This design comes from an exercise in tuning for small area, a short achievable clock period and few clock cycles on the open sky130 flow, not from production work. Function was checked by simulation only, so behaviour that the tests miss may differ from the original. Power and IR drop assume default switching activity.

Design Histograma, start of the top module:
module Histograma (
    input  wire        clk,
    input  wire        reset,             
    input  wire [13:0] data_ener,
    input  wire [5:0]  data_cant,
    input  wire        enable,
    input  wire        escritura_signal,
    input  wire [9:0]  dir_inicio,
    output reg  [13:0] hist_data,
    output reg  [9:0]  hist_addr,
    output reg         r_w_hist,
    output reg  [10:0] cant_ener_addr,
    output wire        r_w_cant_ener,
    output reg         fin_signal
);
  assign r_w_cant_ener = 1'b0;
  reg        run;           
  reg        e_val;         
  reg        e_zero;        
  reg        e_ok;          
  reg [4:0]  e_bin;         
  reg [5:0]  wcnt;          
  reg [4:0]  ptr;           
  reg [4:0]  rsel;          
  reg [31:0] rsel_oh;       
  reg        upd1;          
  reg        fwd;           
  reg [3:0]  we_lo;         
  reg [7:0]  we_hi;         
  reg        clr;           
  reg [13:0] hbin [0:31];
  wire idle       = !run && !r_w_hist;
  wire start      = idle && enable;
  wire start_wr   = start && escritura_signal;
  wire start_pass = start && !escritura_signal;
  wire last_entry = e_val && e_zero;        
  wire take_e     = e_val && !e_zero;       
  wire counted    = take_e && e_ok;
  wire last_word  = (wcnt == 6'd33);
  wire advance    = start_wr || (r_w_hist && !last_word);
  wire [4:0] ptr_next  = advance ? ptr + 5'd1 : ptr;
  wire [31:0] ptr_oh    = 32'd1 << ptr;
  wire [13:0] rinc  = hist_data + 14'd1;
  integer k;
  reg [13:0] rdata;
  always @(*) begin
    rdata = 14'd0;
    for (k = 0; k < 32; k = k + 1)
      rdata = rdata | (hbin[k] & {14{rsel_oh[k]}});
  end
  always @(posedge clk) begin
    e_zero <= (data_ener == 14'd0);
    e_ok   <= (data_cant > 6'd1) && !data_ener[13];
    e_bin  <= data_ener[12:8];
  end
  always @(posedge clk) begin
    clr <= !reset;
    if (!reset) begin
      run            <= 1'b0;
      e_val          <= 1'b0;
      r_w_hist       <= 1'b0;
      fin_signal     <= 1'b0;
      cant_ener_addr <= 11'd1;
      ptr            <= 5'd0;
      rsel           <= 5'd0;
      rsel_oh        <= 32'd0;
      upd1           <= 1'b0;
  ...
Size in the first run: about 1300 cells after synthesis, ~72 I/O pins, about 0.020 sq mm of cells after synthesis.
Settings: LEC_CHECK=0, CAP_MARGIN=20, CORE_MARGIN=2, CORE_UTILIZATION=55, CTS_CLUSTER_DIAMETER=80, CTS_CLUSTER_SIZE=22, SETUP_SLACK_MARGIN=3.9, SLEW_MARGIN=20; clock period 6.5 ns.
standard.sh (not shown) runs the stock make flow with config.mk's settings and CLKGATE_MAP_FILE= SYNTH_SCRIPT=/design/flow/synth_recipe.tcl, a recipe that flattens the netlist after the stock synthesis.
==> flow/flow/run.sh <==
#!/bin/bash
# The standard layout, with the resizer free to swap cells across footprints
# (so the port buffers it inserts can become plain buffers when timing needs).
set -euo pipefail
bash standard.sh MATCH_CELL_FOOTPRINT=0 finish > flow_make.log 2>&1
The first run finished with timing, DRC and antenna clean.
Testbench counts at the start, summed over its fixed seeds: cycles 19,957.
Change:
--- a/flow/config.mk
+++ b/flow/config.mk
@@ -12,3 +12,3 @@
 export CTS_CLUSTER_SIZE = 22
-export SETUP_SLACK_MARGIN = 3.9
+export SETUP_SLACK_MARGIN = 4.45
 export SLEW_MARGIN = 20
Effect:
- final area rises by a few percent
- cell count rises by a few percent
- routed wire length rises by a few percent
- critical path depth does not change
- count of clock-buffer cells in the layout falls by 4
- synthesized area stays the same
Change:
--- a/flow/config.mk
+++ b/flow/config.mk
@@ -12,3 +12,3 @@
 export CTS_CLUSTER_SIZE = 22
-export SETUP_SLACK_MARGIN = 4.45
+export SETUP_SLACK_MARGIN = 4.2
 export SLEW_MARGIN = 20
- area after synthesis does not change
- setup slack stays flat
- clock skew rises by 6.1 ps
- count of clock-buffer cells in the layout is higher by 3
- die area stays the same
- sequential share of layout area is higher by 1.8 points
- non-clock buffer count goes down by 23
- core utilization fell by 1.7 points
- global-route usage is lower by 1.1 points
- power came out lower by 1.2%


Another version of the RTL of Histograma (not shown whole).
Size: roughly 72 I/O pins, about 20000 um^2 of cells after synthesis.
Settings: LEC_CHECK=0, CAP_MARGIN=20, CORE_MARGIN=2, CORE_UTILIZATION=55, CTS_CLUSTER_DIAMETER=80, CTS_CLUSTER_SIZE=22, SETUP_SLACK_MARGIN=4.3, SLEW_MARGIN=20; clock period 6.5 ns.
==> flow/flow/run.sh <==
#!/bin/bash
# The standard layout, with the resizer free to swap cells across footprints
# and the ports buffered with the smallest buffer (the resizer sizes them up
# where timing needs).
set -euo pipefail
bash standard.sh MATCH_CELL_FOOTPRINT=0 "BUFFER_PORTS_ARGS=-buffer_cell sky130_fd_sc_hd__buf_1" finish > flow_make.log 2>&1
The baseline went through all stages and came out clean.
Testbench counts at the start, summed over its fixed seeds: cycles 19,861.
Edit:
Settings changed: CORE_UTILIZATION 55 to 70, CTS_CLUSTER_SIZE 22 to 25, SETUP_SLACK_MARGIN 4.3 to 4.05.
Synthesized cell count stays the same.
Wire length fell by about 15%.
Die area went down by about 20%.
Edit:
Settings changed: CORE_UTILIZATION 70 to 65, SETUP_SLACK_MARGIN 4.05 to 4.25.
Result: Clock skew fell by 0.021 ns; wire length rose by a little under a tenth; power rose by a few percent; fmax rose slightly; worst hold slack gains 0.042 ns; setup slack gains 0.023 ns; combinational power rose by a quarter to a third.
Edit:
Settings changed: CTS_CLUSTER_SIZE 25 to 22.
Synthesized area is unchanged.
Worst hold slack barely changes.
Power rose by about 2.3%.
Core utilization increases by 0.34 points.
Setup slack is about the same.
Clock-buffer cell count grows by 6.
Design area came out higher by 0.46%.
Edit:
Settings changed: CORE_UTILIZATION 65 to 70, CTS_CLUSTER_SIZE 22 to 25, SETUP_SLACK_MARGIN 4.25 to 4.15.
The changed run completed with no timing, DRC or antenna violations.
Fmax rises by 2.0%.
Hold slack loses 0.0031 ns.
Cell count falls by 1.5%.
Die area falls by 7.0%.
Power falls by 3.1%.


Histograma again, from the RTL that the note above started with.
clock: 6.5 ns
lec_check: 0
cap_margin: 20
core_margin: 2
core_utilization: 70
cts_cluster_diameter: 80
cts_cluster_size: 28
setup_slack_margin: 4.25
slew_margin: 20
Scripts as last shown in full above: flow/flow/run.sh
Testbench counts at the start, summed over its fixed seeds: cycles 19,861.
Then changed:
CORE_UTILIZATION = 55   (was 70)
CTS_CLUSTER_SIZE = 22   (was 28)
What happened:
- area after synthesis is unchanged
- count of clock-buffer cells in the layout is higher by 9
- cell area increases by a few percent
- wire length came out higher by a little under a tenth
- final cell count increases by a few percent
- setup slack loses 0.029 ns
- non-clock buffer count is higher by 6
Then changed:
CORE_UTILIZATION = 70   (was 55)
CTS_CLUSTER_SIZE = 25   (was 22)
SETUP_SLACK_MARGIN = 3.95   (was 4.25)
Effect: Die area decreases by 21%; wire length decreases by 11%; non-clock buffer count decreases by 64.

-- afterwards: timing with drivers on the ports --
No port has a modelled driver above. Below, the same layouts with a new extraction and two added sets of constraints. Step 1: set_driving_cell puts a clkbuf_16 on clk and a buf_2 on each other input, an assumption about the parent block. Step 2, shift: input delay + t, output delay - t, t = (earliest + latest rising clock arrival at the registers) / 2. This alone moves slack from input paths to output paths. Slacks: ideal ports / drivers / drivers and shift; pairs: ideal ports / drivers.
| run | t, ns | slack for setup (ns) | latest minus earliest clock arrival (ns) |
|---|---|---|---|
| the first run of note 1 | 0.641 | 3.989 / 3.934 / 3.426 | 0.028 / 0.027 |
| the second run of note 1 | 0.629 | 4.100 / 4.045 / 3.726 | 0.019 / 0.019 |
| the third run of note 1 | 0.631 | 4.097 / 4.042 / 3.632 | 0.027 / 0.027 |
| the first run of note 2 | 0.631 | 4.114 / 4.056 / 3.798 | 0.021 / 0.021 |
| the second run of note 2 | 0.593 | 4.068 / 4.019 / 3.664 | 0.042 / 0.041 |
| the third run of note 2 | 0.617 | 4.091 / 4.037 / 3.760 | 0.020 / 0.020 |
| the fourth run of note 2 | 0.629 | 4.092 / 4.037 / 3.749 | 0.018 / 0.019 |
| the fifth run of note 2 | 0.609 | 4.138 / 4.085 / 3.670 | 0.026 / 0.026 |
| the first run of note 3 | 0.607 | 4.097 / 4.043 / 3.725 | 0.017 / 0.017 |
| the second run of note 3 | 0.641 | 4.068 / 4.011 / 3.731 | 0.025 / 0.025 |
| the third run of note 3 | 0.605 | 3.904 / 3.904 / 3.552 | 0.020 / 0.019 |
After both steps every run listed still meets setup and hold. The setup slack of the first run of note 1, which loses most, moves by -0.055 ns with the drivers and by -0.563 ns with both steps.
